Source: an optimization exercise on an open RTL-to-GDS flow (aim: small area, a short achievable clock period and few clock cycles per item). Production flows keep margins and buffers that such runs may drop.
Where RTL was checked, it was by simulation tests only, not by an equivalence proof against the original.
The RTL of runs 1, 2 and 7 was laid out without a check of its function.
Power figures rest on the tool's default switching activity, not on a simulated workload.

--- flow/design.v ---
`timescale 1ns / 1ps
module input_buffer #(
    parameter N = 15
)(
    input              i_clk,
    input      [7:0]   i_mem_pixel,
    output reg [N*8-1:0] o_taps
);
    always @(posedge i_clk) begin
        o_taps <= {o_taps[(N-1)*8-1:0], i_mem_pixel};
    end
endmodule
`timescale 1ns / 1ps
module image_filter #(
    parameter H = 6
)(
    input                i_clk,
    input                i_nrst,
    input      [3:0]     i_mode,           
    input                i_valid,
    input      [(2*H+3)*8-1:0] i_taps,
    output reg           o_wstb,
    output reg           o_wstb_int,       
    output reg [7:0]     o_filtered_pixel
);
    wire ident = i_mode[0];
    wire sharp = i_mode[1];
    wire edged = i_mode[2];
    wire blur  = i_mode[3];
    wire [7:0] p00 = i_taps[(2*H+2)*8 +: 8];
    wire [7:0] p01 = i_taps[(  H+2)*8 +: 8];
    wire [7:0] p02 = i_taps[(    2)*8 +: 8];
    wire [7:0] p10 = i_taps[(2*H+1)*8 +: 8];
    wire [7:0] p11 = i_taps[(  H+1)*8 +: 8];
    wire [7:0] p12 = i_taps[(    1)*8 +: 8];
    wire [7:0] p20 = i_taps[(2*H  )*8 +: 8];
    wire [7:0] p21 = i_taps[(  H  )*8 +: 8];
    wire [7:0] p22 = i_taps[(    0)*8 +: 8];
    reg  [9:0]  x1, d1;
    reg  [7:0]  c1;
    reg         v1;
    wire [12:0] s2;
    wire [12:0] opa = blur  ? {2'b0, c1, 3'b111} :
                      edged ? {2'b0, c1, 3'b010} :
                      sharp ? {3'b0, c1, 2'b01}  : {5'b0, c1};
    wire [12:0] opb = blur  ? {2'b0, x1, 1'b0} :
                      ident ? 13'd0 : ~{3'b0, x1};
    wire [12:0] ope = blur  ? {3'b0, d1} :
                      edged ? ~{3'b0, d1} :
                      sharp ? {5'b0, c1} : 13'd0;
    wire [12:0] css = opa ^ opb ^ ope;
    wire [12:0] csc = {(opa[11:0] & opb[11:0]) | (opa[11:0] & ope[11:0]) | (opb[11:0] & ope[11:0]), blur};
    assign s2 = css + csc;
    reg  [7:0]  clamped;
    always @(*) begin
        if (blur)
            clamped = s2[12] ? 8'hff : s2[11:4];
        else if (s2[12])
            clamped = 8'h00;
        else if (|s2[11:8])
            clamped = 8'hff;
        else
            clamped = s2[7:0];
    end
    always @(posedge i_clk) begin
        x1 <= p01 + p10 + p12 + p21;
        d1 <= p00 + p02 + p20 + p22;
        c1 <= ident ? p22 : p11;
        o_filtered_pixel <= clamped;
    end
    always @(posedge i_clk or negedge i_nrst) begin
        if (!i_nrst) begin
            v1         <= 1'b0;
            o_wstb     <= 1'b0;
        end else begin
            v1         <= i_valid;
            o_wstb     <= v1;
        end
    end
    always @(posedge i_clk) begin
        o_wstb_int <= v1;
    end
endmodule
`timescale 1ns / 1ps
module gpu_arithmetic #(
    parameter PIXEL_WIDTH           = 8,
    parameter H                     = 6
)(
    input                      i_clk,
    input                      i_nrst,
    input   [PIXEL_WIDTH-1:0]  i_mem_pixel,
    input   [3:0]              i_mode,
    input                      i_valid,
    output                     o_wstb,
    output                     o_wstb_int,
    output  [PIXEL_WIDTH-1:0]  o_filtered_pixel
);
    localparam N = 2*H + 3;                  
    wire [N*8-1:0] taps;
    input_buffer #(
        .N                  (N                  )
    ) i_input_buffer (
        .i_clk              (i_clk              ),
        .i_mem_pixel        (i_mem_pixel        ),
        .o_taps             (taps               )
    );
    image_filter #(
        .H                  (H                  )
    ) i_image_filter (
        .i_clk              (i_clk              ),
        .i_nrst             (i_nrst             ),
        .i_mode             (i_mode             ),
        .i_valid            (i_valid            ),
        .i_taps             (taps               ),
        .o_wstb             (o_wstb             ),
        .o_wstb_int         (o_wstb_int         ),
        .o_filtered_pixel   (o_filtered_pixel   )
    );
endmodule
`timescale 1ns / 1ps
module gpu_controller #(
    parameter ZP_IMAGE_WIDTH        = 34,
    parameter ZP_IMAGE_HEIGHT       = 34,
    parameter H                     = 6
)(
    input               i_clk,
    input               i_nrst,
    input               i_start_pulse,
    input      [1:0]    i_filter_type,
    output     [17:0]   o_mem_addr,
    output reg [3:0]    o_mode,      
    output reg          o_win_valid,
    input               i_wstb,          
    input               i_wstb_int,      
    output reg          o_finish_pulse,
    output     [17:0]   o_filtered_addr
);
    localparam W    = ZP_IMAGE_WIDTH;
    localparam OW   = ZP_IMAGE_WIDTH - 2;
    localparam OH   = ZP_IMAGE_HEIGHT - 2;
    localparam R    = H - 2;                 
    localparam NS   = OH / R;                
    localparam KB   = 3;
    localparam XB   = 6;
    localparam SB   = 3;
    localparam JB   = 2;
    localparam CB   = 5;
    localparam AB   = 11;
    localparam NB   = SB + CB + JB;          
    reg            start_q;
    reg            running;
    reg  [KB-1:0]  k;
    reg  [XB-1:0]  x;
    reg  [SB-1:0]  s;
    reg  [AB-1:0]  addr;
    reg  [NB-1:0]  cnt;
    wire ident   = o_mode[0];
    wire k_end   = (k == H-1);
    wire x_end   = (x == W-1);
    wire s_end   = (s == NS-1);
    wire [KB-1:0] k_first = ident ? 2 : 0;
    wire [XB-1:0] x_first = ident ? 2 : 0;
    localparam [AB-1:0] STEP_ROW   = W;
    localparam [AB-1:0] STEP_COL_N = 1 - (H-1)*W;
    localparam [AB-1:0] STEP_COL_I = 1 - (R-1)*W;
    localparam [AB-1:0] STEP_STR_N = -W - (W-1);
    localparam [AB-1:0] STEP_STR_I = W - (OW-1);
    reg [AB-1:0] step;
    always @(*) begin
        if (!k_end)      step = STEP_ROW;
        else if (!x_end) step = ident ? STEP_COL_I : STEP_COL_N;
        else             step = ident ? STEP_STR_I : STEP_STR_N;
    end
    assign o_mem_addr      = {{(18-AB){1'b0}}, addr};
    assign o_filtered_addr = {{(18-NB){1'b0}}, cnt[NB-1 -: SB], cnt[JB-1:0], cnt[JB +: CB]};
    always @(posedge i_clk or negedge i_nrst) begin
        if (!i_nrst) begin
            start_q        <= 1'b0;
            running        <= 1'b0;
            o_win_valid    <= 1'b0;
            o_finish_pulse <= 1'b0;
        end else begin
            start_q        <= i_start_pulse;
            if (start_q)
                running    <= 1'b1;
            else if (k_end && x_end && s_end)
                running    <= 1'b0;
            o_win_valid    <= running && (k >= 2 && x >= 2);
            o_finish_pulse <= i_wstb && (&cnt);
        end
    end
    always @(posedge i_clk) begin
        if (i_start_pulse)
            o_mode <= 4'b0001 << i_filter_type;
        if (start_q) begin
            k      <= k_first;
            x      <= x_first;
            s      <= 0;
            addr   <= ident ? W + 1 : 0;
            cnt    <= 0;
        end else begin
            addr <= addr + step;
            if (!k_end) begin
                k <= k + 1'b1;
            end else begin
                k <= k_first;
                if (!x_end) begin
                    x <= x + 1'b1;
                end else begin
                    x <= x_first;
                    s <= s + 1'b1;
                end
            end
            cnt <= cnt + i_wstb_int;
        end
    end
endmodule
`timescale 1ns / 1ps
module mini_gpu #(
    parameter PIXEL_WIDTH           = 8,
    parameter ADDR_WIDTH            = 18,
    parameter FILTER_WIDTH          = 2,
    parameter ARRAY_WIDTH           = 4,
    parameter ZP_IMAGE_WIDTH        = 34,
    parameter ZP_IMAGE_HEIGHT       = 34
)(
    input                      i_clk,
    input                      i_nrst,
    input   [PIXEL_WIDTH-1:0]  i_mem_pixel,
    output  [ADDR_WIDTH-1 :0]  o_mem_addr,
    input                      i_start_pulse,
    input   [FILTER_WIDTH-1:0] i_filter_type,
    output                     o_finish_pulse,
    output                     o_filtered_wstb,
    output  [ADDR_WIDTH-1 :0]  o_filtered_addr,
    output  [PIXEL_WIDTH-1:0]  o_filtered_pixel
);
    localparam H = 6;                        
    wire       win_valid;
    wire       wstb_int;
    wire       last_write;
    wire [3:0] mode;                         
    wire [PIXEL_WIDTH-1:0] pixel;
    gpu_controller #(
        .ZP_IMAGE_WIDTH     (ZP_IMAGE_WIDTH     ),
        .ZP_IMAGE_HEIGHT    (ZP_IMAGE_HEIGHT    ),
        .H                  (H                  )
    ) i_gpu_controller (
        .i_clk              (i_clk              ),
        .i_nrst             (i_nrst             ),
        .i_start_pulse      (i_start_pulse      ),
        .i_filter_type      (i_filter_type      ),
        .o_mem_addr         (o_mem_addr         ),
        .o_mode             (mode               ),
        .o_win_valid        (win_valid          ),
        .i_wstb             (o_filtered_wstb    ),
        .i_wstb_int         (wstb_int           ),
        .o_finish_pulse     (o_finish_pulse     ),
        .o_filtered_addr    (o_filtered_addr    )
    );
    gpu_arithmetic #(
        .PIXEL_WIDTH        (PIXEL_WIDTH        ),
        .H                  (H                  )
    ) i_gpu_arithmetic (
        .i_clk              (i_clk              ),
        .i_nrst             (i_nrst             ),
        .i_mem_pixel        (i_mem_pixel        ),
        .i_mode             (mode               ),
        .i_valid            (win_valid          ),
        .o_wstb             (o_filtered_wstb    ),
        .o_wstb_int         (wstb_int           ),
        .o_filtered_pixel   (o_filtered_pixel   )
    );
endmodule
--- flow/flow/run.sh ---
#!/bin/bash
# Standard layout, with plain buffers on the ports, a lighter clock tree, and
# stronger cells on the output paths (flow/pre_dpl.tcl, before detailed
# placement).
set -euo pipefail
bash standard.sh \
  "BUFFER_PORTS_ARGS=-buffer_cell sky130_fd_sc_hd__buf_1" \
  "CTS_ARGS=-sink_clustering_enable -repair_clock_nets -dont_use_dummy_load -buf_list sky130_fd_sc_hd__clkbuf_8 -root_buf sky130_fd_sc_hd__clkbuf_16 -sink_clustering_size 16 -sink_clustering_max_diameter 150" \
  "PRE_DETAIL_PLACE_TCL=$PWD/flow/pre_dpl.tcl" \
  finish > standard.log 2>&1
--- flow/flow/pre_dpl.tcl ---
# Before detailed placement: give the output ports stronger port buffers and
# stronger flip-flops to drive them (same cells, higher drive strength).
set up {
  sky130_fd_sc_hd__buf_1   sky130_fd_sc_hd__buf_2
  sky130_fd_sc_hd__dfxtp_1 sky130_fd_sc_hd__dfxtp_2
  sky130_fd_sc_hd__dfrtp_1 sky130_fd_sc_hd__dfrtp_2
}
proc driver_of {net} {
  foreach pin [get_pins -quiet -of_objects $net] {
    if {[get_property $pin direction] == "output"} { return [get_cells -of_objects $pin] }
  }
  return ""
}
set n 0
foreach port [get_ports *] {
  if {[get_property $port direction] != "output"} continue
  set buf [driver_of [get_nets [get_full_name $port]]]
  if {$buf == ""} continue
  set ref [get_property $buf ref_name]
  if {![dict exists $up $ref]} continue
  replace_cell [get_full_name $buf] [dict get $up $ref]
  incr n
  set ff [driver_of [get_nets -of_objects [get_pins [get_full_name $buf]/A]]]
  if {$ff == ""} continue
  set fref [get_property $ff ref_name]
  if {[dict exists $up $fref]} {
    replace_cell [get_full_name $ff] [dict get $up $fref]
    incr n
  }
}
puts "pre_dpl: resized $n cells"
--- flow/standard.sh ---
#!/bin/bash
# synth_recipe.tcl (not shown) runs the flow's synth.tcl, then flattens the netlist and writes it again
# the make line also repeats each setting of config.mk as NAME=value (left out here)
make -C /OpenROAD-flow-scripts/flow DESIGN_CONFIG=/design/flow/config.mk WORK_HOME=/design/flow/orfs CLKGATE_MAP_FILE= SYNTH_SCRIPT=/design/flow/synth_recipe.tcl "${@:-finish}"
--- flow/config.mk ---
export PLATFORM = sky130hd
export DESIGN_NAME = mini_gpu
export DESIGN_NICKNAME = mini_gpu
export VERILOG_FILES = /design/flow/design.v
export SDC_FILE = /design/flow/constraint.sdc
export NUM_CORES = 4
export LEC_CHECK = 0
export CAP_MARGIN = 20
export CORE_MARGIN = 2
export CORE_UTILIZATION = 50
export SLEW_MARGIN = 20
--- flow/constraint.sdc ---
create_clock -name core_clock -period 20.0 [get_ports {i_clk}]
set_input_delay 4.0000 -clock core_clock [delete_from_list [all_inputs] [get_ports {i_clk}]]
set_output_delay 4.0000 -clock core_clock [all_outputs]
set_load 0.01 [all_outputs]
==> results.json, run 1 <==
{
  "timing.critical_path.cells": "buf_2",
  "start_kind": "flop",
  "setup_total_neg_slack_ns": 0,
  "met2_usage_pct": 28.77,
  "total_number_of_clock_tree_sinks": 200,
  "globalRouteMet3Util_pct": 4.601,
  "timing.slew.headroom_pct": 33.97,
  "yosys.area_share.simple_pct": 8.249,
  "cp_delay_by_family_top": "flip-flops",
  "synth_top_family_by_area": "adder cells",
  "worst-path-buf-inv": 1,
  "powerDensity_mw_per_mm2": 126.2,
  "synth.ff_latch_count": 200,
  "syn_area_per_cell_um2": 11.65,
  "routed_antenna_nets": 0,
  "power_leakage_nw": 3.850,
  "post_synth_xor_area_fraction_pct": 4.763,
  "fp.coreArea_mm2": 0.01583,
  "globalRouteTotalUtil_pct": 17.04,
  "worst-slew-pin-transition_ns": 0.9904,
  "port_buffers": 43,
  "max-clock-path-buffers": 2,
  "total_wire_length_after_detailed_routing_mm": 13.17,
  "hold_class": "flop to flop",
  "grt_antenna_before_repair": 1,
  "stage_delay_of_the_slowest_cell_on_the_critical_path_ns": 0.40,
  "post_synth_fa_ha_maj_area_fraction_pct": 19.46,
  "finalWorstPathRequiredPeriod_ns": 4.903,
  "num_vias": 4749,
  "insertion_delay_ns": 0.40,
  "dieHeight_um": 130.8,
  "synth_ff_type": "dfxtp_1",
  "synth-compound-area-share_pct": 9.043,
  "post_synth_inst_count": 690,
  "cp_max_fo": 2,
  "die_area_mm2": 0.01711,
  "critical_path.slowest_cell": "dfrtp_2",
  "drive_above_1_share_pct": 14.07,
  "status": "complete, no violations",
  "ys_seq_area_share_pct": 51.42,
  "globalRoute.totalOverflow": 0,
  "cap_viol_max_count": 0,
  "fp-row-count": 46,
  "yosys_warn_count": 3,
  "hold_ws_ns": 0.3060,
  "synthToLayoutAreaGrowth_pct": 8.187,
  "wl_per_cell_um": 13.78,
  "post-layout-total-power_w": 0.001098,
  "fill_cells": 1397,
  "worst_ir_drop_vdd_mv": 0.05637,
  "maximum_clock_frequency_mhz": 204.0,
  "post_syn_area_mm2": 0.008039,
  "synth_async_sr_flop_share_pct": 3.000,
  "cts_root_buffer": "clkbuf_16",
  "ioPinCount": 59,
  "die_w_um": 130.8,
  "worst-r2r-cell-count": 13,
  "skew_ns": 0.03493,
  "synth.mux.area_fraction_pct": 3.035,
  "globalRoute.busiestLayer": "met2",
  "dp_hpwl_mm": 9.933,
  "final.period_utilization_pct": 24.51,
  "numCtsBuffers": 17,
  "drt-initial-drc-count": 239,
  "global_route.usage.met1_pct": 21.14,
  "ctsHoldBuffers": 0,
  "drt_pre_antenna_iters": 4,
  "post_cts_resized": 0,
  "gpl.final_weighted_congestion": 0.8168,
  "nNetsFinal": 852,
  "setup_viol_count_final": 0,
  "endpoint_kind": "primary output",
  "timing.final.hold_violations": 0,
  "cts_setup_buffers": 0,
  "post_synth_num_cell_types": 52,
  "cts.htree.levels": 4,
  "critical_path_cell_count": 1,
  "vias_per_cell": 4.968,
  "rsz0062_at_grt": "no",
  "first_global_vias": 4917,
  "cp_data_required_time_ns": 16.00,
  "final_report_max_slew_violation_count": 0,
  "initial_core_utilization_pct": 50.79,
  "tritoncts": "built",
  "clock_pin_slew_on_the_worst_setup_and_hold_paths_ns": 0.12,
  "grt_pass1_wl_mm": 22.58,
  "timing_worst_setup_path_type": "flop to primary output",
  "grt_start_max_net_pins": 35,
  "synth_edf_count": 10,
  "worst-endpoint-arrival_ns": 0.90,
  "whs_path_depth": 0,
  "post-route-drc-count": 0
}
-- through the flow --
stage / utilization, % / setup WS, ns / instance area, um2 / std cells
after floorplan: - / 15.60 / 8092 / 704
after global placement: 52.89 / 15.45 / 8372 / 938
after detailed placement: 53.38 / 15.44 / 8449 / 938
after CTS: 54.93 / 15.07 / 8695 / 955
after global routing: 54.93 / 15.05 / 8695 / 955
final: 54.95 / 15.10 / 8697 / 956
-- placed cells by master, fill, tap and decap left out, drive strengths merged, types with 8 or more instances in the layout --
cell type | Yosys | routed
nand3 | 10 | 10
conb | 1 | 15
xnor2 | 21 | 21
dfxtp | 184 | 184
mux2 | 9 | 9
clkbuf | 9 | 17
xor2 | 21 | 21
buf | 18 | 45
a21o | 14 | 14
nand2 | 38 | 38
nor2 | 60 | 60
o21ai | 23 | 23
ha | 53 | 53
mux2i | 13 | 13
a21oi | 45 | 45
nor3 | 8 | 8
fa | 45 | 45
edfxtp | 10 | 10
inv | 41 | 41
-- where the power goes --
| group | switching (W) | internal [W] | total, W |
|---|---|---|---|
| clock network | 0.000114 | 0.0000807 | 0.000195 |
| registers | 0.0000271 | 0.000456 | 0.000483 |
| logic | 0.000235 | 0.000185 | 0.000420 |
-- state kept, by name, summed over array words and instances (netlist names) --
register	count
i_gpu_controller.cnt	10
i_gpu_controller.o_mode	4
i_gpu_arithmetic.i_image_filter.d1	10
i_gpu_arithmetic.i_input_buffer.o_taps	120
i_gpu_arithmetic.i_image_filter.o_wstb_int	1
i_gpu_arithmetic.i_image_filter.x1	10
i_gpu_controller.o_finish_pulse	1
i_gpu_arithmetic.i_image_filter.c1	8
i_gpu_arithmetic.i_image_filter.o_wstb	1
i_gpu_arithmetic.i_image_filter.v1	1
i_gpu_arithmetic.i_image_filter.o_filtered_pixel	8
i_gpu_controller.k	3
i_gpu_controller.s	3
i_gpu_controller.o_win_valid	1
i_gpu_controller.addr	11
i_gpu_controller.running	1
i_gpu_controller.start_q	1
i_gpu_controller.x	6
-- routing by layer --
| metal | up-vias | part of all wire (%) |
|---|---|---|
| li1 | 2360 | - |
| met1 | 2269 | 46 |
| met2 | 99 | 48 |
| met3 | 21 | 4.7 |
| met4 | 0 | 1.7 |
| met5 | - | 0 |
-- final timing paths --
check | startpoint | endpoint | slack [ns]
max | i_gpu_arithmetic.i_image_filter.o_wstb | o_filtered_wstb | 15.10
min | i_gpu_arithmetic.i_input_buffer.o_taps[77] | i_gpu_arithmetic.i_input_buffer.o_taps[85] | 0.31
max reg2reg | i_gpu_controller.o_mode[3] | i_gpu_arithmetic.i_image_filter.o_filtered_pixel[6] | 15.73
min in group asynchronous | i_nrst | i_gpu_arithmetic.i_image_filter.o_wstb | 3.51
min reg2reg | i_gpu_arithmetic.i_input_buffer.o_taps[77] | i_gpu_arithmetic.i_input_buffer.o_taps[85] | 0.31
max in group asynchronous | i_nrst | i_gpu_controller.o_finish_pulse | 16.20
-- cell type report --
cell class	count	area (um2)	share of cell area [%]
Inverter	41	153.9	1.770
Timing Repair Buffer	45	215.2	2.474
Multi-Input combinational cell	436	3637	41.82
Sequential cell	200	4173	47.98
Clock buffer	17	245.2	2.820
Antenna cell	1	2.502	0.02877
Tap cell	216	270.3	3.107
-- cells in the mapped netlist (2+ instances only) --
cell,number,area share [%]
xnor2_1,19,2.1
buf_4,15,1.4
inv_1,41,1.9
dfxtp_1,184,46
o21bai_1,4,0.37
nand3_1,10,0.62
xor2_1,21,2.3
nand4_1,3,0.23
clkbuf_1,9,0.42
nand2b_1,5,0.39
nor2_1,59,2.8
nor2b_1,6,0.47
or2_2,3,0.23
a21boi_0,3,0.28
o21ai_0,22,1.4
a21oi_2,2,0.22
o21a_1,5,0.47
edfxtp_1,10,3.7
nand2_1,38,1.8
fa_1,45,11
a21o_1,14,1.3
a21oi_1,43,2.7
dfrtp_1,6,1.9
o221ai_1,2,0.22
and3_1,5,0.39
mux2_2,9,1.3
xnor2_2,2,0.40
a31oi_1,5,0.39
or3_1,2,0.16
nor3_1,8,0.50
ha_1,53,8.2
and2_1,2,0.16
mux2i_1,12,1.5
a221oi_1,5,0.54
-- logic make-up after synthesis --
| logic type | count (synthesis) |
|---|---|
| buf+inv | 68 |
| other cells | 1 |
| flops | 200 |
| xor+xnor | 42 |
| fa+ha+maj | 98 |
| compound gates | 114 |
| mux | 22 |
| simple gates | 145 |
==> inputs of run 2 (changes only) <==
--- a/flow/flow/pre_dpl.tcl
+++ b/flow/flow/pre_dpl.tcl
@@ -3,5 +3,5 @@
 set up {
-  sky130_fd_sc_hd__buf_1   sky130_fd_sc_hd__buf_2
-  sky130_fd_sc_hd__dfxtp_1 sky130_fd_sc_hd__dfxtp_2
-  sky130_fd_sc_hd__dfrtp_1 sky130_fd_sc_hd__dfrtp_2
+  sky130_fd_sc_hd__buf_1   sky130_fd_sc_hd__buf_4
+  sky130_fd_sc_hd__dfxtp_1 sky130_fd_sc_hd__dfxtp_4
+  sky130_fd_sc_hd__dfrtp_1 sky130_fd_sc_hd__dfrtp_4
 }
==> results.json, run 2 <==
{
  "die_w_um": 130.8,
  "post_syn_area_mm2": 0.008039,
  "insertion_delay_ns": 0.40,
  "syn_area_per_cell_um2": 11.65,
  "post_cts_resized": 0,
  "cap_viol_max_count": 0,
  "worst_ir_drop_vdd_mv": 0.05877,
  "routed_antenna_nets": 0,
  "synth_top_cell_by_area": "dfxtp_1",
  "start_kind": "flop",
  "final_common_cell": "dfxtp_1",
  "maximum_clock_frequency_mhz": 200.6,
  "setup.reg_to_reg.worst_slack_ns": 15.70,
  "fp.coreArea_mm2": 0.01583,
  "critical_path_cell_count": 1,
  "grt_antenna_before_repair": 1,
  "hold_ws_ns": 0.3142,
  "synth_edf_count": 10,
  "max-clock-path-buffers": 2,
  "wl_per_cell_um": 13.84,
  "grt_start_max_net_pins": 35,
  "synth-compound-area-share_pct": 9.043,
  "initial_core_utilization_pct": 50.79,
  "setup_viol_count_final": 0,
  "hold_class": "flop to flop",
  "nNetsFinal": 852,
  "stage_delay_of_the_slowest_cell_on_the_critical_path_ns": 0.48,
  "clock_pin_slew_on_the_worst_setup_and_hold_paths_ns": 0.12,
  "reg2reg_from": "i_gpu_controller.o_mode[3]",
  "setup_total_neg_slack_ns": 0,
  "cts_root_buffer": "clkbuf_16",
  "skew_ns": 0.05071,
  "post_synth_xor_area_fraction_pct": 4.763,
  "reg_top3": "i_gpu_arithmetic.i_input_buffer.o_taps x120, i_gpu_controller.addr x11",
  "dp_hpwl_mm": 10.06,
  "worst-path-buf-inv": 1,
  "first_global_vias": 4965,
  "port_buffers": 43,
  "timing_worst_setup_path_type": "flop to primary output",
  "synth_top_area_share_pct": 45.82,
  "endpoint_kind": "primary output",
  "cts_setup_buffers": 0,
  "synth_top_family_by_area": "adder cells",
  "yosys.area_share.simple_pct": 8.249,
  "post_synth_num_cell_types": 52,
  "power_leakage_nw": 3.871,
  "globalRouteTotalUtil_pct": 17.21,
  "drt-initial-drc-count": 179,
  "worst-r2r-cell-count": 13,
  "timing.final.hold_violations": 0,
  "worst-endpoint-arrival_ns": 0.99,
  "cp_data_required_time_ns": 16.00,
  "total_wire_length_after_detailed_routing_mm": 13.23,
  "synth_ff_type": "dfxtp_1",
  "ys_seq_area_share_pct": 51.42,
  "dieHeight_um": 130.8,
  "post_synth_fa_ha_maj_area_fraction_pct": 19.46,
  "synth.top_cells.by_count": "dfxtp_1, nor2_1, ha_1",
  "fp-row-count": 46,
  "final.period_utilization_pct": 24.93,
  "ioPinCount": 59,
  "post-synth-top-count-cell": "dfxtp_1",
  "finalWorstPathRequiredPeriod_ns": 4.986,
  "synth.ff_latch_count": 200,
  "cp_max_fo": 2,
  "timing.critical_path.cells": "buf_4",
  "cp_delay_by_family_top": "flip-flops",
  "post-route-drc-count": 0,
  "cts.htree.levels": 4,
  "critical_path.slowest_cell": "dfrtp_4",
  "layout_common_cells": "dfxtp_1, nor2_1, ha_1",
  "synthToLayoutAreaGrowth_pct": 10.12,
  "r2r-end": "i_gpu_arithmetic.i_image_filter.o_filtered_pixel[4]",
  "tritoncts": "built",
  "worst-slew-pin-transition_ns": 0.9414,
  "largest_register_ffs": 120,
  "post_synth_inst_count": 690,
  "globalRoute.totalOverflow": 0,
  "synth.mux.area_fraction_pct": 3.035,
  "numCtsBuffers": 17,
  "synth_async_sr_flop_share_pct": 3.000,
  "num_vias": 4735,
  "status": "complete, no violations",
  "vias_per_cell": 4.953,
  "drive_above_1_share_pct": 14.07,
  "powerDensity_mw_per_mm2": 124.8,
  "total_number_of_clock_tree_sinks": 200,
  "ctsHoldBuffers": 0,
  "yosys_warn_count": 3,
  "drt_pre_antenna_iters": 4,
  "die_area_mm2": 0.01711,
  "rsz0062_at_grt": "no",
  "max_flop_register": "i_gpu_arithmetic.i_input_buffer.o_taps",
  "setup.worst_path.start": "i_gpu_arithmetic.i_image_filter.o_wstb",
  "gpl.final_weighted_congestion": 0.8168,
  "top_area_cells_in_the_synthesized_netlist": "dfxtp_1, fa_1, ha_1",
  "grt_pass1_wl_mm": 22.91,
  "timing.slew.headroom_pct": 37.24,
  "final_report_max_slew_violation_count": 0,
  "critical_path.endpoint": "o_filtered_wstb"
}
-- run 2: cell counts after synthesis --
Identical to the previous run, type by type.
-- run 2: kinds of logic (layout without fill, tap and decap cells) --
| logic type | Yosys count | in the layout |
|---|---|---|
| adders and majority gates | 98 | 98 |
| muxes | 22 | 22 |
| and+or+nand+nor | 145 | 145 |
| buffers and inverters | 68 | 103 |
| AOI/OAI and AO/OA | 114 | 114 |
| DFF | 200 | 200 |
| other | 1 | 16 |
| xor gates and xnor gates | 42 | 42 |
-- run 2: layer usage --
metal  GRT usage [%]  vias up  part of all wire, %
li1                -     2372                    -
met1           21.46     2271                   47
met2           29.72       78                   49
met3           4.072       14                  3.3
met4           5.444        0                  1.1
met5               0        -                    0
-- run 2: worst min path at each step --
stage               slack (ns)  cells after the start                                       start                                           to
floorplan                 0.31                      0  i_gpu_arithmetic.i_input_buffer.o_taps[92]  i_gpu_arithmetic.i_input_buffer.o_taps[100]
global placement          0.31                      0  i_gpu_arithmetic.i_input_buffer.o_taps[94]  i_gpu_arithmetic.i_input_buffer.o_taps[102]
detailed placement        0.31                      0  i_gpu_arithmetic.i_input_buffer.o_taps[82]   i_gpu_arithmetic.i_input_buffer.o_taps[90]
CTS                       0.32                      0  i_gpu_arithmetic.i_input_buffer.o_taps[77]   i_gpu_arithmetic.i_input_buffer.o_taps[85]
global route              0.32                      0  i_gpu_arithmetic.i_input_buffer.o_taps[77]   i_gpu_arithmetic.i_input_buffer.o_taps[85]
finish                    0.31                      0  i_gpu_arithmetic.i_input_buffer.o_taps[77]   i_gpu_arithmetic.i_input_buffer.o_taps[85]
-- run 2: layout make-up --
class,instances,area [um2]
multi-input cells,436,3637
flip-flops and latches,200,4250
diodes,1,2.502
fillers,1392,6975
clock buffers,17,245.2
inverters,41,153.9
well taps,216,270.3
repair buffers,45,292.8
-- run 2: metrics by stage --
stage	std cells	cell area [um2]	utilization (%)	power (W)	setup WS, ns
2_1_floorplan	704	8092	-	0.0008237	15.60
3_3_place_gp	938	8372	52.89	0.0008995	15.45
3_5_place_dp	938	8605	54.36	0.0009210	15.40
4_1_cts	955	8850	55.91	0.001116	14.99
5_1_grt	955	8850	55.91	0.001194	14.98
6_report	956	8852	55.93	0.001105	15.01
-- run 2: worst reg2reg max path: stages (launching register included) --
cell,delay (ns)
edfxtp_1,0.39
buf_4,0.27
or2_2,0.45
nor2_1,0.18
fa_1,0.45
ha_1,0.22
fa_1,0.41
a21o_1,0.22
a221oi_2,0.41
o21ai_2,0.15
o31a_4,0.33
xor2_1,0.29
nor2_2,0.13
a221oi_1,0.28
-- run 2: power breakdown --
group,internal (W),switching (W)
clock,0.0000807,0.000113
sequential,0.000458,0.0000280
combinational,0.000190,0.000234
total,0.000729,0.000375
==> inputs of run 3 (changes only) <==
--- a/flow/design.v
+++ b/flow/design.v
@@ -149,3 +149,2 @@
     localparam NB   = SB + CB + JB;          
-    reg            start_q;
     reg            running;
@@ -162,2 +161,3 @@
     wire [XB-1:0] x_first = ident ? 2 : 0;
+    wire          start_ident = (i_filter_type == 2'd0);
     localparam [AB-1:0] STEP_ROW   = W;
@@ -177,3 +177,2 @@
         if (!i_nrst) begin
-            start_q        <= 1'b0;
             running        <= 1'b0;
@@ -182,4 +181,3 @@
         end else begin
-            start_q        <= i_start_pulse;
-            if (start_q)
+            if (i_start_pulse)
                 running    <= 1'b1;
@@ -192,9 +190,8 @@
     always @(posedge i_clk) begin
-        if (i_start_pulse)
+        if (i_start_pulse) begin
             o_mode <= 4'b0001 << i_filter_type;
-        if (start_q) begin
-            k      <= k_first;
-            x      <= x_first;
+            k      <= start_ident ? 2 : 0;
+            x      <= start_ident ? 2 : 0;
             s      <= 0;
-            addr   <= ident ? W + 1 : 0;
+            addr   <= start_ident ? W + 1 : 0;
             cnt    <= 0;
--- a/flow/flow/pre_dpl.tcl
+++ b/flow/flow/pre_dpl.tcl
@@ -3,5 +3,5 @@
 set up {
-  sky130_fd_sc_hd__buf_1   sky130_fd_sc_hd__buf_4
-  sky130_fd_sc_hd__dfxtp_1 sky130_fd_sc_hd__dfxtp_4
-  sky130_fd_sc_hd__dfrtp_1 sky130_fd_sc_hd__dfrtp_4
+  sky130_fd_sc_hd__buf_1   sky130_fd_sc_hd__buf_2
+  sky130_fd_sc_hd__dfxtp_1 sky130_fd_sc_hd__dfxtp_2
+  sky130_fd_sc_hd__dfrtp_1 sky130_fd_sc_hd__dfrtp_2
 }
==> results.json, run 3 <==
{
  "worst-slew-pin-transition_ns": 0.7756,
  "reg_top3": "i_gpu_arithmetic.i_input_buffer.o_taps x120, i_gpu_controller.addr x11",
  "placed_area_mm2": 0.008489,
  "first_global_vias": 4932,
  "grt_antenna_before_repair": 0,
  "timing.critical_path.cells": "buf_2",
  "nNetsFinal": 867,
  "maximum_clock_frequency_mhz": 203.6,
  "dp_hpwl_mm": 9.827,
  "numCtsBuffers": 17,
  "synth_top_cell_by_area": "dfxtp_1",
  "synthToLayoutAreaGrowth_pct": 8.182,
  "insertion_delay_ns": 0.39,
  "endpoint_kind": "primary output",
  "globalRouteTotalUtil_pct": 16.94,
  "cts_setup_buffers": 0,
  "yosys_warn_count": 3,
  "tritoncts": "built",
  "post_synth_inst_count": 705,
  "start_kind": "flop",
  "ctsHoldBuffers": 0,
  "synth.ff_latch_count": 199,
  "post_syn_area_mm2": 0.008074,
  "drt-initial-drc-count": 206,
  "synth_top_area_share_pct": 45.62,
  "status": "complete, no violations",
  "cp_delay_by_family_top": "flip-flops",
  "drive_above_1_share_pct": 13.93,
  "clock_power_share_pct": 17.2,
  "dieHeight_um": 131.1,
  "power.net_switching_w": 0.0003939,
  "max_flop_register": "i_gpu_arithmetic.i_input_buffer.o_taps",
  "globalRoute.totalOverflow": 0,
  "gpl.final_weighted_congestion": 0.7925,
  "grt_start_max_net_pins": 39,
  "worst-endpoint-arrival_ns": 0.91,
  "timing_worst_setup_path_type": "flop to primary output",
  "final.period_utilization_pct": 24.55,
  "fp.coreArea_mm2": 0.01583,
  "setup_total_neg_slack_ns": 0,
  "synth_edf_count": 10,
  "sequentialPowerShare_pct": 42.4,
  "stage_delay_of_the_slowest_cell_on_the_critical_path_ns": 0.38,
  "max-clock-path-buffers": 2,
  "cap_viol_max_count": 0,
  "hold_class": "flop to flop",
  "post_synth_num_cell_types": 54,
  "setup.reg_to_reg.worst_slack_ns": 15.62,
  "power_report.internal_total_w": 0.0007370,
  "combinational_share_of_power_pct": 40.4,
  "hold_ws_ns": 0.3093,
  "synth.top_cells.by_count": "dfxtp_1, nor2_1, ha_1",
  "cts_root_buffer": "clkbuf_16",
  "worst_ir_drop_vdd_mv": 0.06744,
  "layout_common_cells": "dfxtp_1, nor2_1, ha_1",
  "ys_seq_area_share_pct": 50.89,
  "ioPinCount": 59,
  "initial_core_utilization_pct": 51.01,
  "powerDensity_mw_per_mm2": 129.5,
  "power_leakage_nw": 3.868,
  "timing.final.hold_violations": 0,
  "setup_viol_count_final": 0,
  "post-synth-top-count-cell": "dfxtp_1",
  "worst-path-buf-inv": 1,
  "timing.slew.headroom_pct": 48.29,
  "rsz0062_at_grt": "no",
  "clock_pin_slew_on_the_worst_setup_and_hold_paths_ns": 0.10,
  "final_report_max_slew_violation_count": 0,
  "cp_max_fo": 5,
  "routed_antenna_nets": 0,
  "synth_ff_type": "dfxtp_1",
  "cp_data_required_time_ns": 16.00,
  "fill_cells": 1377,
  "final_common_cell": "dfxtp_1",
  "synth_async_sr_flop_share_pct": 2.513,
  "top_area_cells_in_the_synthesized_netlist": "dfxtp_1, fa_1, ha_1",
  "post_cts_resized": 0,
  "port_buffers": 43,
  "vias_per_cell": 4.907,
  "syn_area_per_cell_um2": 11.45,
  "total_number_of_clock_tree_sinks": 199,
  "post-route-drc-count": 0,
  "total_wire_length_after_detailed_routing_mm": 13.04,
  "die_area_mm2": 0.01718,
  "multiInputGateArea_mm2": 0.003687,
  "fp-row-count": 46,
  "n_antenna_cell": 0,
  "final_cell_area_excluding_filler_cells_mm2": 0.008735,
  "wl_per_cell_um": 13.45,
  "num_vias": 4760,
  "grt_pass1_wl_mm": 22.81,
  "finalWorstPathRequiredPeriod_ns": 4.911,
  "cts.htree.levels": 4,
  "register_area_mm2": 0.004148,
  "switching_share_pct": 34.83,
  "critical_path.slowest_cell": "dfxtp_2",
  "skew_ns": 0.03778,
  "drt_pre_antenna_iters": 5,
  "largest_register_ffs": 120,
  "die_w_um": 131.1
}
## run 3: path summary, 6_finish.rpt
check | startpoint | endpoint | depth (start not counted)
min in group asynchronous | i_nrst | i_gpu_controller.o_win_valid | 1
worst min register to register | i_gpu_arithmetic.i_input_buffer.o_taps[36] | i_gpu_arithmetic.i_input_buffer.o_taps[44] | 0
max in group asynchronous | i_nrst | i_gpu_arithmetic.i_image_filter.o_wstb | 1
worst max-delay path | i_gpu_controller.cnt[5] | o_filtered_addr[3] | 1
worst max register to register | i_gpu_controller.o_mode[0] | i_gpu_arithmetic.i_image_filter.o_filtered_pixel[0] | 12
worst min-delay path | i_gpu_arithmetic.i_input_buffer.o_taps[36] | i_gpu_arithmetic.i_input_buffer.o_taps[44] | 0
## run 3: routing by layer
metal | up-vias | part of all wire (%) | global-route usage, %
li1 | 2420 | - | -
met1 | 2253 | 47 | 21.24
met2 | 77 | 48 | 28.95
met3 | 10 | 4.2 | 4.302
met4 | 0 | 1.1 | 5.131
met5 | - | 0 | 0
## run 3: through the flow
| step | cells | worst slack, ns | power (W) | utilization [%] |
|---|---|---|---|---|
| final | 970 | 15.09 | 0.001131 | 55.19 |
| after global routing | 970 | 15.03 | 0.001228 | 55.19 |
| after CTS | 970 | 15.07 | 0.001145 | 55.19 |
| after detailed placement | 953 | 14.83 | 0.0009479 | 53.64 |
| after global placement | 953 | 14.88 | 0.0009348 | 53.15 |
| after floorplan | 719 | 15.18 | 0.0008525 | - |
## run 3: worst register-to-register path, delay by kind of cell (launching register included)
kind                     cells  cell delay, ns
XOR/XNOR                     1            0.22
AND/OR/NAND/NOR              4            1.24
AO/OA/AOI/OAI                4            0.98
adder cells (fa/ha/maj)      3            1.10
flip-flops                   1            0.72
## run 3: cell families after synthesis
group	count (synthesis)	share of synthesized area (%)
xor+xnor	40	4.339
other cells	1	0.04645
buf+inv	72	4.091
mux	21	2.758
fa+ha+maj	98	19.37
simple gates	155	8.756
compound gates	119	9.747
flops	199	50.89
## run 3: power by group through the flow
stage	registers, W	logic [W]	clock network [W]
floorplan	0.000485	0.000368	0
global placement	0.000487	0.000448	0
detailed placement	0.000489	0.000459	0
CTS	0.000481	0.000461	0.000203
global route	0.000487	0.000523	0.000218
finish	0.000480	0.000457	0.000194
## run 3: final cells by class
type	instances	share of cell area, %
Timing Repair Buffer	45	2.464
Clock buffer	17	2.808
Sequential cell	199	47.49
Multi-Input combinational cell	448	42.21
Tap cell	216	3.094
Inverter	45	1.934
Testbench counts of run 3, summed over its fixed seeds: cycles 35,640, frames 24.
==> inputs of run 4 (changes only) <==
--- a/flow/design.v
+++ b/flow/design.v
@@ -23,2 +23,3 @@
     output reg           o_wstb_int,       
+    output reg           o_wstb_next,      
     output reg [7:0]     o_filtered_pixel
@@ -40,3 +41,2 @@
     reg  [7:0]  c1;
-    reg         v1;
     wire [12:0] s2;
@@ -72,7 +72,7 @@
         if (!i_nrst) begin
-            v1         <= 1'b0;
-            o_wstb     <= 1'b0;
+            o_wstb_next <= 1'b0;
+            o_wstb      <= 1'b0;
         end else begin
-            v1         <= i_valid;
-            o_wstb     <= v1;
+            o_wstb_next <= i_valid;
+            o_wstb      <= o_wstb_next;
         end
@@ -80,3 +80,3 @@
     always @(posedge i_clk) begin
-        o_wstb_int <= v1;
+        o_wstb_int <= o_wstb_next;
     end
@@ -95,2 +95,3 @@
     output                     o_wstb_int,
+    output                     o_wstb_next,
     output  [PIXEL_WIDTH-1:0]  o_filtered_pixel
@@ -116,2 +117,3 @@
         .o_wstb_int         (o_wstb_int         ),
+        .o_wstb_next        (o_wstb_next        ),
         .o_filtered_pixel   (o_filtered_pixel   )
@@ -132,4 +134,4 @@
     output reg          o_win_valid,
-    input               i_wstb,          
     input               i_wstb_int,      
+    input               i_wstb_next,     
     output reg          o_finish_pulse,
@@ -155,2 +157,3 @@
     reg  [NB-1:0]  cnt;
+    wire [NB-1:0]  cnt_next = cnt + i_wstb_int;
     wire ident   = o_mode[0];
@@ -186,3 +189,3 @@
             o_win_valid    <= running && (k >= 2 && x >= 2);
-            o_finish_pulse <= i_wstb && (&cnt);
+            o_finish_pulse <= i_wstb_next && (&cnt_next);
         end
@@ -210,3 +213,3 @@
             end
-            cnt <= cnt + i_wstb_int;
+            cnt <= cnt_next;
         end
@@ -237,2 +240,3 @@
     wire       wstb_int;
+    wire       wstb_next;
     wire       last_write;
@@ -252,4 +256,4 @@
         .o_win_valid        (win_valid          ),
-        .i_wstb             (o_filtered_wstb    ),
         .i_wstb_int         (wstb_int           ),
+        .i_wstb_next        (wstb_next          ),
         .o_finish_pulse     (o_finish_pulse     ),
@@ -268,2 +272,3 @@
         .o_wstb_int         (wstb_int           ),
+        .o_wstb_next        (wstb_next          ),
         .o_filtered_pixel   (o_filtered_pixel   )
==> results.json, run 4 <==
{
  "register_area_mm2": 0.004148,
  "layout_common_cells": "dfxtp_1, nor2_1, ha_1",
  "synth_top_cell_by_area": "dfxtp_1",
  "post-synth-top-count-cell": "dfxtp_1",
  "powerDensity_mw_per_mm2": 128.2,
  "post_cts_resized": 0,
  "synth_async_sr_flop_share_pct": 2.513,
  "n_antenna_cell": 0,
  "maximum_clock_frequency_mhz": 203.3,
  "worst-endpoint-arrival_ns": 0.92,
  "cts.htree.levels": 4,
  "cp_data_required_time_ns": 16.00,
  "post_syn_area_mm2": 0.008099,
  "max_flop_register": "i_gpu_arithmetic.i_input_buffer.o_taps",
  "grt_antenna_before_repair": 0,
  "largest_register_ffs": 120,
  "timing.slew.headroom_pct": 53.94,
  "timing.critical_path.cells": "buf_2",
  "top_area_cells_in_the_synthesized_netlist": "dfxtp_1, fa_1, ha_1",
  "post_synth_inst_count": 712,
  "nNetsFinal": 871,
  "ys_seq_area_share_pct": 50.73,
  "first_global_vias": 4945,
  "max-clock-path-buffers": 2,
  "syn_area_per_cell_um2": 11.38,
  "finalWorstPathRequiredPeriod_ns": 4.918,
  "vias_per_cell": 4.920,
  "cts_setup_buffers": 0,
  "worst-r2r-cell-count": 12,
  "port_buffers": 43,
  "cts_root_buffer": "clkbuf_16",
  "die_area_mm2": 0.01723,
  "wl_per_cell_um": 13.68,
  "critical_path_cell_count": 1,
  "total_wire_length_after_detailed_routing_mm": 13.32,
  "final_common_cell": "dfxtp_1",
  "fp.coreArea_mm2": 0.01589,
  "start_kind": "flop",
  "routed_antenna_nets": 0,
  "hold_ws_ns": 0.3074,
  "setup_viol_count_final": 0,
  "synth_top_family_by_area": "adder cells",
  "worst_ir_drop_vdd_mv": 0.05878,
  "ioPinCount": 59,
  "synthToLayoutAreaGrowth_pct": 7.956,
  "rsz0062_at_grt": "no",
  "worst-slew-pin-transition_ns": 0.6908,
  "endpoint_kind": "primary output",
  "ctsHoldBuffers": 0,
  "whs_path_depth": 0,
  "clock_pin_slew_on_the_worst_setup_and_hold_paths_ns": 0.09,
  "status": "complete, no violations",
  "grt_pass1_wl_mm": 23.09,
  "synth.ff_latch_count": 199,
  "globalRouteTotalUtil_pct": 16.52,
  "post_synth_num_cell_types": 58,
  "yosys_warn_count": 3,
  "total_number_of_clock_tree_sinks": 199,
  "gpl.final_weighted_congestion": 0.8277,
  "dp_hpwl_mm": 9.996,
  "insertion_delay_ns": 0.39,
  "multiInputGateArea_mm2": 0.003692,
  "synth-compound-area-share_pct": 9.640,
  "initial_core_utilization_pct": 50.98,
  "final.period_utilization_pct": 24.59,
  "reg_top3": "i_gpu_arithmetic.i_input_buffer.o_taps x120, i_gpu_controller.addr x11",
  "cp_max_fo": 1,
  "synth.mux.area_fraction_pct": 2.611,
  "synth.top_cells.by_count": "dfxtp_1, nor2_1, ha_1",
  "power_leakage_nw": 3.843,
  "yosys.area_share.simple_pct": 9.007,
  "synth_edf_count": 10,
  "globalRoute.totalOverflow": 0,
  "post-route-drc-count": 0,
  "worst-path-buf-inv": 1,
  "die_w_um": 131.3,
  "drive_above_1_share_pct": 13.19,
  "utilization_pct": 55.04,
  "dieHeight_um": 131.3,
  "numCtsBuffers": 17,
  "hold_class": "flop to flop",
  "stage_delay_of_the_slowest_cell_on_the_critical_path_ns": 0.40,
  "synth_ff_type": "dfxtp_1",
  "fill_cells": 1427,
  "cap_viol_max_count": 0,
  "drt_pre_antenna_iters": 4,
  "num_vias": 4792,
  "tritoncts": "built",
  "fp-row-count": 46,
  "post_synth_xor_area_fraction_pct": 4.326,
  "timing_worst_setup_path_type": "flop to primary output",
  "final_report_max_slew_violation_count": 0,
  "setup_total_neg_slack_ns": 0,
  "synth_top_area_share_pct": 45.48,
  "skew_ns": 0.04534,
  "post_synth_fa_ha_maj_area_fraction_pct": 19.31,
  "critical_path.slowest_cell": "dfrtp_2",
  "timing.final.hold_violations": 0,
  "grt_start_max_net_pins": 39,
  "cp_delay_by_family_top": "flip-flops",
  "drt-initial-drc-count": 210
}
-- run 4: cell count changes after synthesis, sizes merged, moves of 3 or more --
cell    delta
a41oi      -3
nand3      -3
o21ai      +7
a21o       -4
nand4      +3
a221oi     +6
-- run 4: path summary, 6_finish.rpt --
| path | from | to | slack [ns] |
|---|---|---|---|
| max in group asynchronous | i_nrst | i_gpu_controller.o_finish_pulse | 16.31 |
| min in group asynchronous | i_nrst | i_gpu_controller.o_win_valid | 3.45 |
| hold / removal | i_gpu_arithmetic.i_input_buffer.o_taps[33] | i_gpu_arithmetic.i_input_buffer.o_taps[41] | 0.31 |
| hold reg to reg | i_gpu_arithmetic.i_input_buffer.o_taps[33] | i_gpu_arithmetic.i_input_buffer.o_taps[41] | 0.31 |
| setup reg to reg | i_gpu_controller.o_mode[0] | i_gpu_arithmetic.i_image_filter.o_filtered_pixel[1] | 15.38 |
| setup / recovery | i_gpu_arithmetic.i_image_filter.o_wstb | o_filtered_wstb | 15.08 |
-- run 4: layout make-up --
cell class | count | area share [%]
flip-flops and latches | 199 | 47.44
multi-input cells | 451 | 42.23
well taps | 216 | 3.091
clock buffers | 17 | 2.805
repair buffers | 45 | 2.461
inverters | 46 | 1.975
-- run 4: cell families after synthesis --
logic type                 count (synthesis)
DFF                                      199
and+or+nand+nor                          156
adders and majority gates                 98
buffers and inverters                     76
muxes                                     20
AOI/OAI and AO/OA                        122
other                                      1
xor gates and xnor gates                  40
-- run 4: metal layers --
| metal | wire (um) | part of all wire, % | GRT usage, % | up-vias |
|---|---|---|---|---|
| met5 | 0 | 0 | 0 | - |
| met4 | 148 | 1.1 | 5.374 | 0 |
| met3 | 437 | 3.3 | 4.282 | 14 |
| met2 | 6496 | 49 | 28.27 | 79 |
| met1 | 6242 | 47 | 20.43 | 2254 |
| li1 | - | - | - | 2445 |
-- run 4: power breakdown --
| group | switching [W] | internal (W) |
|---|---|---|
| combinational | 0.000258 | 0.000189 |
| clock | 0.000113 | 0.0000806 |
| sequential | 0.0000267 | 0.000454 |
| total | 0.000397 | 0.000723 |
-- run 4: per-stage QoR --
step | setup WS, ns | cells | instance area (um2) | total power, W
after CTS | 15.05 | 974 | 8743 | 0.001131
after global routing | 14.96 | 974 | 8743 | 0.001214
final | 15.08 | 974 | 8743 | 0.001121
after floorplan | 15.18 | 726 | 8152 | 0.0008430
after detailed placement | 14.82 | 957 | 8498 | 0.0009358
after global placement | 14.85 | 957 | 8421 | 0.0009218
Testbench counts of run 4, summed over its fixed seeds: cycles 35,616, frames 24.
==> inputs of run 5 (changes only) <==
--- a/flow/flow/run.sh
+++ b/flow/flow/run.sh
@@ -9,2 +9,4 @@
   "PRE_DETAIL_PLACE_TCL=$PWD/flow/pre_dpl.tcl" \
+  SKIP_REPAIR_TIE_FANOUT=1 \
+  SETUP_SLACK_MARGIN=15.2 \
   finish > standard.log 2>&1
==> results.json, run 5 <==
{
  "setup.worst_path.start": "i_gpu_controller.o_finish_pulse",
  "worst-r2r-cell-count": 12,
  "fp-row-count": 46,
  "cap_viol_max_count": 0,
  "cts_root_buffer": "clkbuf_16",
  "wl_per_cell_um": 14.08,
  "stdcell_count": 986,
  "synth_edf_count": 10,
  "syn_area_per_cell_um2": 11.38,
  "drive_above_1_share_pct": 16.49,
  "timing.final.hold_violations": 0,
  "synth_top_cell_by_area": "dfxtp_1",
  "reg_top3": "i_gpu_arithmetic.i_input_buffer.o_taps x120, i_gpu_controller.addr x11",
  "ys_seq_area_share_pct": 50.73,
  "fp.coreArea_mm2": 0.01589,
  "critical_path.slowest_cell": "dfrtp_2",
  "cp_data_required_time_ns": 16.00,
  "worst_ir_drop_vdd_mv": 0.06872,
  "grt_antenna_before_repair": 0,
  "power.net_switching_w": 0.0004014,
  "synth_ff_type": "dfxtp_1",
  "endpoint_kind": "primary output",
  "timing.hold.worst.start": "i_gpu_arithmetic.i_input_buffer.o_taps[93]",
  "first_global_vias": 5182,
  "worst-endpoint-arrival_ns": 0.90,
  "grt_pass1_wl_mm": 23.72,
  "hold_ws_ns": 0.3060,
  "tritoncts": "built",
  "fill_cells": 1381,
  "worst-slew-pin-transition_ns": 0.6097,
  "powerDensity_mw_per_mm2": 125.6,
  "critical_path.endpoint": "o_finish_pulse",
  "ioPinCount": 59,
  "maximum_clock_frequency_mhz": 204.2,
  "nNetsFinal": 883,
  "timing.slew.headroom_pct": 58.84,
  "cp_delay_by_family_top": "flip-flops",
  "critical_path_cell_count": 1,
  "stage_delay_of_the_slowest_cell_on_the_critical_path_ns": 0.41,
  "top_area_cells_in_the_synthesized_netlist": "dfxtp_1, fa_1, ha_1",
  "synth.top_cells.by_count": "dfxtp_1, nor2_1, ha_1",
  "synth.ff_latch_count": 199,
  "routed_antenna_nets": 0,
  "finalWorstPathRequiredPeriod_ns": 4.898,
  "power_report.internal_total_w": 0.0007402,
  "layout_common_cells": "dfxtp_1, nor2_1, ha_1",
  "final_common_cell": "dfxtp_1",
  "worst-path-buf-inv": 1,
  "dp_hpwl_mm": 9.934,
  "cts.htree.levels": 4,
  "timing.critical_path.cells": "buf_6",
  "post_synth_num_cell_types": 58,
  "whs_path_depth": 0,
  "switching_share_pct": 35.16,
  "final_report_max_slew_violation_count": 0,
  "port_buffers": 43,
  "clock_power_share_pct": 17.0,
  "insertion_delay_ns": 0.39,
  "rsz0062_at_grt": "yes",
  "reg2reg_from": "i_gpu_controller.o_mode[0]",
  "grt_start_max_net_pins": 39,
  "clock_pin_slew_on_the_worst_setup_and_hold_paths_ns": 0.09,
  "initial_core_utilization_pct": 50.98,
  "numCtsBuffers": 17,
  "die_area_mm2": 0.01723,
  "final.period_utilization_pct": 24.49,
  "setup_viol_count_final": 0,
  "cp_max_fo": 1,
  "yosys_warn_count": 3,
  "place_inst": 942,
  "synth_top_area_share_pct": 45.48,
  "num_vias": 4936,
  "setup_total_neg_slack_ns": 0,
  "combinational_share_of_power_pct": 40.7,
  "dieHeight_um": 131.3,
  "post-route-drc-count": 0,
  "n_antenna_cell": 0,
  "register_area_mm2": 0.004148,
  "largest_register_ffs": 120,
  "timing_worst_setup_path_type": "flop to primary output",
  "post-layout-total-power_w": 0.001142,
  "total_wire_length_after_detailed_routing_mm": 13.88,
  "post_syn_area_mm2": 0.008099,
  "drt-initial-drc-count": 213,
  "power_leakage_nw": 3.976,
  "skew_ns": 0.05119,
  "start_kind": "flop",
  "globalRoute.totalOverflow": 0,
  "gpl.final_weighted_congestion": 0.8378,
  "total_number_of_clock_tree_sinks": 199,
  "synthToLayoutAreaGrowth_pct": 12.19,
  "r2r-end": "i_gpu_arithmetic.i_image_filter.o_filtered_pixel[0]",
  "max-clock-path-buffers": 2,
  "post-synth-top-count-cell": "dfxtp_1",
  "hold_class": "flop to flop",
  "status": "complete, no violations",
  "multiInputGateArea_mm2": 0.003642,
  "setup.reg_to_reg.worst_slack_ns": 15.64,
  "globalRouteTotalUtil_pct": 17.00,
  "synth_async_sr_flop_share_pct": 2.513,
  "vias_per_cell": 5.006,
  "post_synth_inst_count": 712,
  "drt_pre_antenna_iters": 4,
  "die_w_um": 131.3,
  "max_flop_register": "i_gpu_arithmetic.i_input_buffer.o_taps",
  "sequentialPowerShare_pct": 42.3
}
## run 5: what timing repair did
item | in CTS | in global routing
setup endpoints to repair | 31 | 45
hold buffers | 0 | 0
gates resized for setup | 31 | 1
buffers inserted | 14 | 13
## run 5: cell type report
class | instances | share of cell area [%]
Clock buffer | 17 | 2.699
Inverter | 46 | 1.900
Multi-Input combinational cell | 437 | 40.09
Sequential cell | 199 | 45.65
Tap cell | 216 | 2.974
Timing Repair Buffer | 71 | 6.692
## run 5: routing by layer
metal	up-vias	part of all wire [%]	GRT usage (%)
met5	-	0	0
met4	0	1.1	5.556
met3	11	3.4	4.128
met2	77	49	29.18
met1	2359	47	21.14
li1	2489	-	-
## run 5: kinds of logic (layout without fill, tap and decap cells)
family | after synthesis | in the layout | synth area share [%]
AO/OA/AOI/OAI | 122 | 122 | 9.640
XOR/XNOR | 40 | 40 | 4.326
adder cells (fa/ha/maj) | 98 | 98 | 19.31
buffers and inverters | 76 | 134 | 4.326
flip-flops | 199 | 199 | 50.73
multiplexers | 20 | 20 | 2.611
other | 1 | 1 | 0.04630
AND/OR/NAND/NOR | 156 | 156 | 9.007
## run 5: how the worst min path moves through the flow
stage                                                       end
detailed placement   i_gpu_arithmetic.i_input_buffer.o_taps[39]
floorplan           i_gpu_arithmetic.i_input_buffer.o_taps[100]
global placement     i_gpu_arithmetic.i_input_buffer.o_taps[54]
global route         i_gpu_arithmetic.i_input_buffer.o_taps[49]
CTS                 i_gpu_arithmetic.i_input_buffer.o_taps[101]
finish              i_gpu_arithmetic.i_input_buffer.o_taps[101]
## run 5: power groups by stage
stage,combinational (W),clock [W],sequential (W)
floorplan,0.000358,0,0.000485
global placement,0.000433,0,0.000488
detailed placement,0.000444,0,0.000491
CTS,0.000462,0.000203,0.000485
global route,0.000529,0.000216,0.000489
finish,0.000464,0.000194,0.000483
## run 5: metrics by stage
step                      util, %  setup WS (ns)  cell area (um2)
final                       57.20          15.10             9086
after global routing        57.20          15.05             9086
after floorplan                 -          15.20             8100
after detailed placement    53.12          14.83             8438
after CTS                   56.55          15.08             8982
after global placement      52.63          14.86             8361
==> inputs of run 6 (changes only) <==
--- a/flow/flow/run.sh
+++ b/flow/flow/run.sh
@@ -10,3 +10,2 @@
   SKIP_REPAIR_TIE_FANOUT=1 \
-  SETUP_SLACK_MARGIN=15.2 \
   finish > standard.log 2>&1
==> results.json, run 6 <==
{
  "synth_ff_type": "dfxtp_1",
  "maximum_clock_frequency_mhz": 203.2,
  "max_flop_register": "i_gpu_arithmetic.i_input_buffer.o_taps",
  "post-layout-total-power_w": 0.001121,
  "cap_viol_max_count": 0,
  "timing_worst_setup_path_type": "flop to primary output",
  "post-synth-top-count-cell": "dfxtp_1",
  "gpl.final_weighted_congestion": 0.8338,
  "ioPinCount": 59,
  "finalWorstPathRequiredPeriod_ns": 4.921,
  "clock_pin_slew_on_the_worst_setup_and_hold_paths_ns": 0.09,
  "powerDensity_mw_per_mm2": 129.1,
  "synthToLayoutAreaGrowth_pct": 7.215,
  "top_area_cells_in_the_synthesized_netlist": "dfxtp_1, fa_1, ha_1",
  "vias_per_cell": 5.038,
  "globalRoute.totalOverflow": 0,
  "total_wire_length_after_detailed_routing_mm": 13.30,
  "n_antenna_cell": 0,
  "ys_seq_area_share_pct": 50.73,
  "syn_area_per_cell_um2": 11.38,
  "reg_top3": "i_gpu_arithmetic.i_input_buffer.o_taps x120, i_gpu_controller.addr x11",
  "timing.critical_path.cells": "buf_2",
  "setup_viol_count_final": 0,
  "skew_ns": 0.02557,
  "timing.slew.headroom_pct": 28.75,
  "final_report_max_slew_violation_count": 0,
  "first_global_vias": 5037,
  "total_number_of_clock_tree_sinks": 199,
  "max-clock-path-buffers": 2,
  "synth_edf_count": 10,
  "timing.final.hold_violations": 0,
  "post_synth_inst_count": 712,
  "fill_cells": 1414,
  "ctsHoldBuffers": 0,
  "dieHeight_um": 131.3,
  "worst-endpoint-arrival_ns": 0.92,
  "cp_max_fo": 1,
  "status": "complete, no violations",
  "dp_hpwl_mm": 9.960,
  "drive_above_1_share_pct": 13.32,
  "synth.ff_latch_count": 199,
  "die_area_mm2": 0.01723,
  "final_common_cell": "dfxtp_1",
  "synth_async_sr_flop_share_pct": 2.513,
  "worst_ir_drop_vdd_mv": 0.05649,
  "nNetsFinal": 856,
  "initial_core_utilization_pct": 50.98,
  "cp_delay_by_family_top": "flip-flops",
  "largest_register_ffs": 120,
  "num_vias": 4831,
  "drt_pre_antenna_iters": 4,
  "yosys_warn_count": 3,
  "rsz0062_at_grt": "no",
  "grt_start_max_net_pins": 39,
  "globalRouteTotalUtil_pct": 16.69,
  "synth.top_cells.by_count": "dfxtp_1, nor2_1, ha_1",
  "cts_setup_buffers": 0,
  "start_kind": "flop",
  "fp.coreArea_mm2": 0.01589,
  "post_syn_area_mm2": 0.008099,
  "insertion_delay_ns": 0.38,
  "drt-initial-drc-count": 207,
  "worst-path-buf-inv": 1,
  "worst-slew-pin-transition_ns": 1.069,
  "numCtsBuffers": 17,
  "grt_pass1_wl_mm": 23.42,
  "wl_per_cell_um": 13.87,
  "post_cts_resized": 0,
  "post-route-drc-count": 0,
  "power_leakage_nw": 3.793,
  "critical_path.slowest_cell": "dfrtp_2",
  "stage_delay_of_the_slowest_cell_on_the_critical_path_ns": 0.40,
  "hold_class": "flop to flop",
  "cts_root_buffer": "clkbuf_16",
  "cp_data_required_time_ns": 16.00,
  "die_w_um": 131.3,
  "port_buffers": 43,
  "tritoncts": "built",
  "post_synth_num_cell_types": 58,
  "fp-row-count": 46,
  "cts.htree.levels": 4,
  "layout_common_cells": "dfxtp_1, nor2_1, ha_1",
  "setup_total_neg_slack_ns": 0,
  "final.period_utilization_pct": 24.60,
  "synth_top_cell_by_area": "dfxtp_1",
  "grt_antenna_before_repair": 0,
  "routed_antenna_nets": 0,
  "endpoint_kind": "primary output",
  "synth_top_area_share_pct": 45.48
}
## run 6: final cells by class
class | instances | area [um2] | area share (%)
Sequential cell | 199 | 4148 | 47.77
Multi-Input combinational cell | 437 | 3640 | 41.92
Tap cell | 216 | 270.3 | 3.112
Clock buffer | 17 | 245.2 | 2.824
Timing Repair Buffer | 44 | 207.7 | 2.392
Inverter | 46 | 172.7 | 1.988
## run 6: cell families (layout without fill, tap and decap cells)
group	count (synthesis)	after routing	synth area share (%)
AO/OA/AOI/OAI	122	122	9.640
XOR/XNOR	40	40	4.326
adder cells (fa/ha/maj)	98	98	19.31
buffers and inverters	76	107	4.326
flip-flops	199	199	50.73
multiplexers	20	20	2.611
other	1	1	0.04630
AND/OR/NAND/NOR	156	156	9.007
## run 6: per-layer routing
layer	global-route usage [%]	wire length, um	up-vias
met5	0	0	-
met4	4.650	155	0
met3	4.552	518	17
met2	27.81	6363	81
met1	21.46	6262	2296
li1	-	-	2437
## run 6: worst paths after layout
check / start / endpoint / slack, ns / cells past startpoint
setup / recovery: i_gpu_arithmetic.i_image_filter.o_wstb / o_filtered_wstb / 15.08 / 1
hold / removal: i_gpu_arithmetic.i_input_buffer.o_taps[84] / i_gpu_arithmetic.i_input_buffer.o_taps[92] / 0.31 / 0
setup reg to reg: i_gpu_controller.o_mode[3] / i_gpu_arithmetic.i_image_filter.o_filtered_pixel[3] / 15.20 / 12
hold reg to reg: i_gpu_arithmetic.i_input_buffer.o_taps[84] / i_gpu_arithmetic.i_input_buffer.o_taps[92] / 0.31 / 0
max in group asynchronous: i_nrst / i_gpu_arithmetic.i_image_filter.o_wstb / 16.33 / 1
min in group asynchronous: i_nrst / i_gpu_controller.o_win_valid / 3.44 / 1
## run 6: per-stage QoR
| step | hold WS, ns | setup slack [ns] | cell area [um2] | util, % | std cells |
|---|---|---|---|---|---|
| 2_1_floorplan | 0.3096 | 15.18 | 8099 | - | 712 |
| 3_3_place_gp | 0.3095 | 14.86 | 8361 | 52.63 | 942 |
| 3_5_place_dp | 0.3121 | 14.83 | 8438 | 53.12 | 942 |
| 4_1_cts | 0.3142 | 15.06 | 8683 | 54.66 | 959 |
| 5_1_grt | 0.3132 | 14.80 | 8683 | 54.66 | 959 |
| 6_report | 0.3119 | 15.08 | 8683 | 54.66 | 959 |
## run 6: report_power, final
part / leakage [nW] / internal, W / total (W) / switching, W
sequential: 1.71 / 0.000454 / 0.000482 / 0.0000281
combinational: 1.96 / 0.000189 / 0.000445 / 0.000256
clock: 0.127 / 0.0000807 / 0.000195 / 0.000114
total: 3.79 / 0.000723 / 0.00112 / 0.000398
==> inputs of run 7 (changes only) <==
--- a/flow/design.v
+++ b/flow/design.v
@@ -64,5 +64,29 @@
     end
+    function [8:0] add8(input [7:0] a, input [7:0] b);
+        integer i;
+        reg c;
+        begin
+            c = 1'b0;
+            for (i = 0; i < 8; i = i + 1) begin
+                add8[i] = a[i] ^ b[i] ^ c;
+                c = (a[i] & b[i]) | (a[i] & c) | (b[i] & c);
+            end
+            add8[8] = c;
+        end
+    endfunction
+    function [9:0] add9(input [8:0] a, input [8:0] b);
+        integer i;
+        reg c;
+        begin
+            c = 1'b0;
+            for (i = 0; i < 9; i = i + 1) begin
+                add9[i] = a[i] ^ b[i] ^ c;
+                c = (a[i] & b[i]) | (a[i] & c) | (b[i] & c);
+            end
+            add9[9] = c;
+        end
+    endfunction
     always @(posedge i_clk) begin
-        x1 <= p01 + p10 + p12 + p21;
-        d1 <= p00 + p02 + p20 + p22;
+        x1 <= add9(add8(p01, p21), add8(p10, p12));
+        d1 <= add9(add8(p00, p20), add8(p02, p22));
         c1 <= ident ? p22 : p11;
==> results.json, run 7 <==
{
  "ioPinCount": 59,
  "cp_delay_by_family_top": "flip-flops",
  "first_global_vias": 4944,
  "timing_worst_setup_path_type": "flop to primary output",
  "tritoncts": "built",
  "drt-initial-drc-count": 141,
  "endpoint_kind": "primary output",
  "cp_max_fo": 8,
  "drt_pre_antenna_iters": 4,
  "grt_antenna_before_repair": 0,
  "post-layout-total-power_w": 0.001134,
  "initial_core_utilization_pct": 51.09,
  "place_inst": 914,
  "clock_pin_slew_on_the_worst_setup_and_hold_paths_ns": 0.11,
  "rsz0062_at_grt": "no",
  "grt_start_max_net_pins": 39,
  "cts.htree.levels": 4,
  "max-clock-path-buffers": 2,
  "cts_setup_buffers": 0,
  "total_wire_length_after_detailed_routing_mm": 13.64,
  "critical_path.slowest_cell": "dfxtp_2",
  "die_area_mm2": 0.01727,
  "cap_viol_max_count": 0,
  "fill_cells": 1412,
  "setup_viol_count_final": 0,
  "total_number_of_clock_tree_sinks": 199,
  "synthToLayoutAreaGrowth_pct": 7.108,
  "final_cell_area_excluding_filler_cells_mm2": 0.008692,
  "synth_async_sr_flop_share_pct": 2.513,
  "globalRoute.totalOverflow": 0,
  "synth.ff_latch_count": 199,
  "n_antenna_cell": 0,
  "vias_per_cell": 5.049,
  "syn_area_per_cell_um2": 11.83,
  "post_syn_area_mm2": 0.008115,
  "status": "complete, no violations",
  "die_w_um": 131.4,
  "ys_seq_area_share_pct": 50.63,
  "drive_above_1_share_pct": 15.38,
  "maximum_clock_frequency_mhz": 203.4,
  "top_area_cells_in_the_synthesized_netlist": "dfxtp_1, fa_1, ha_1",
  "port_buffers": 43,
  "layout_common_cells": "dfxtp_1, fa_1, nor2_1",
  "setup.reg_to_reg.worst_slack_ns": 15.15,
  "num_vias": 4701,
  "synth_top_area_share_pct": 45.39,
  "worst-endpoint-arrival_ns": 0.92,
  "synth_edf_count": 10,
  "timing.final.hold_violations": 0,
  "synth.top_cells.by_count": "dfxtp_1, fa_1, nor2_1",
  "stdcell_count": 931,
  "largest_register_ffs": 120,
  "final.period_utilization_pct": 24.58,
  "dieHeight_um": 131.4,
  "max_flop_register": "i_gpu_arithmetic.i_input_buffer.o_taps",
  "nNetsFinal": 829,
  "setup_total_neg_slack_ns": 0,
  "gpl.final_weighted_congestion": 0.8362,
  "setup.worst_path.start": "i_gpu_controller.cnt[6]",
  "final_common_cell": "dfxtp_1",
  "synth_top_cell_by_area": "dfxtp_1",
  "worst-slew-pin-transition_ns": 0.8516,
  "post_synth_num_cell_types": 64,
  "synth_ff_type": "dfxtp_1",
  "post_synth_inst_count": 686,
  "reg_top3": "i_gpu_arithmetic.i_input_buffer.o_taps x120, i_gpu_controller.addr x11",
  "worst-path-buf-inv": 1,
  "post_cts_resized": 0,
  "numCtsBuffers": 17,
  "post-route-drc-count": 0
}
[run 7: changes by cell type after synthesis, moves of 7 or more]
cell     previous run  this run
ha_1               53        42
o21ai_0            26        33
xnor2_1            23        16
nor2_1             61        51
fa_1               45        57
inv_1              46        35
a21oi_1            42        18
[run 7: final timing paths]
| path | cells after the start | to |
|---|---|---|
| min in group asynchronous | 1 | i_gpu_controller.running |
| worst min register to register | 0 | i_gpu_arithmetic.i_input_buffer.o_taps[82] |
| worst min-delay path | 0 | i_gpu_arithmetic.i_input_buffer.o_taps[82] |
| max in group asynchronous | 1 | i_gpu_arithmetic.i_image_filter.o_wstb |
| worst max-delay path | 1 | o_filtered_addr[4] |
| worst max register to register | 10 | i_gpu_arithmetic.i_image_filter.d1[8] |
[run 7: cells by family after synthesis]
| kind of cell | count (synthesis) | share of synthesized area, % |
|---|---|---|
| compound gates | 107 | 9.189 |
| xor+xnor | 28 | 3.022 |
| fa+ha+maj | 99 | 20.54 |
| buf+inv | 67 | 3.901 |
| flops | 199 | 50.63 |
| mux | 24 | 3.161 |
| other cells | 1 | 0.04621 |
| simple gates | 161 | 9.513 |
[run 7: metal layers]
layer | global-route usage (%) | up-vias | routed length [um]
li1 | - | 2355 | -
met1 | 21.48 | 2260 | 6387
met2 | 28.74 | 74 | 6672
met3 | 4.090 | 12 | 427
met4 | 5.676 | 0 | 147
met5 | 0 | - | 0
[run 7: final cells by class]
cell class	count	area, um2	share of cell area [%]
repair buffers	44	207.7	2.390
multi-input cells	420	3690	42.45
clock buffers	17	245.2	2.821
inverters	35	131.4	1.511
well taps	216	270.3	3.109
flip-flops and latches	199	4148	47.72
[run 7: power by group]
part | internal [W] | switching (W) | total (W)
clock network | 0.0000807 | 0.000113 | 0.000194
logic | 0.000201 | 0.000257 | 0.000458
registers | 0.000453 | 0.0000280 | 0.000481
[run 7: per-stage QoR]
stage          util (%)  setup slack, ns
2_1_floorplan         -            15.17
3_3_place_gp      52.69            14.85
5_1_grt           54.72            14.93
4_1_cts           54.72            15.05
6_report          54.72            15.08
3_5_place_dp      53.17            14.82

Check on run 7: ideal ports give 15.083 ns setup slack; a clkbuf_16 on the clock port and buf_2 on the inputs give 15.043 ns; moving port delays by the midpoint clock arrival (0.413 ns) as well gives 14.770 ns.
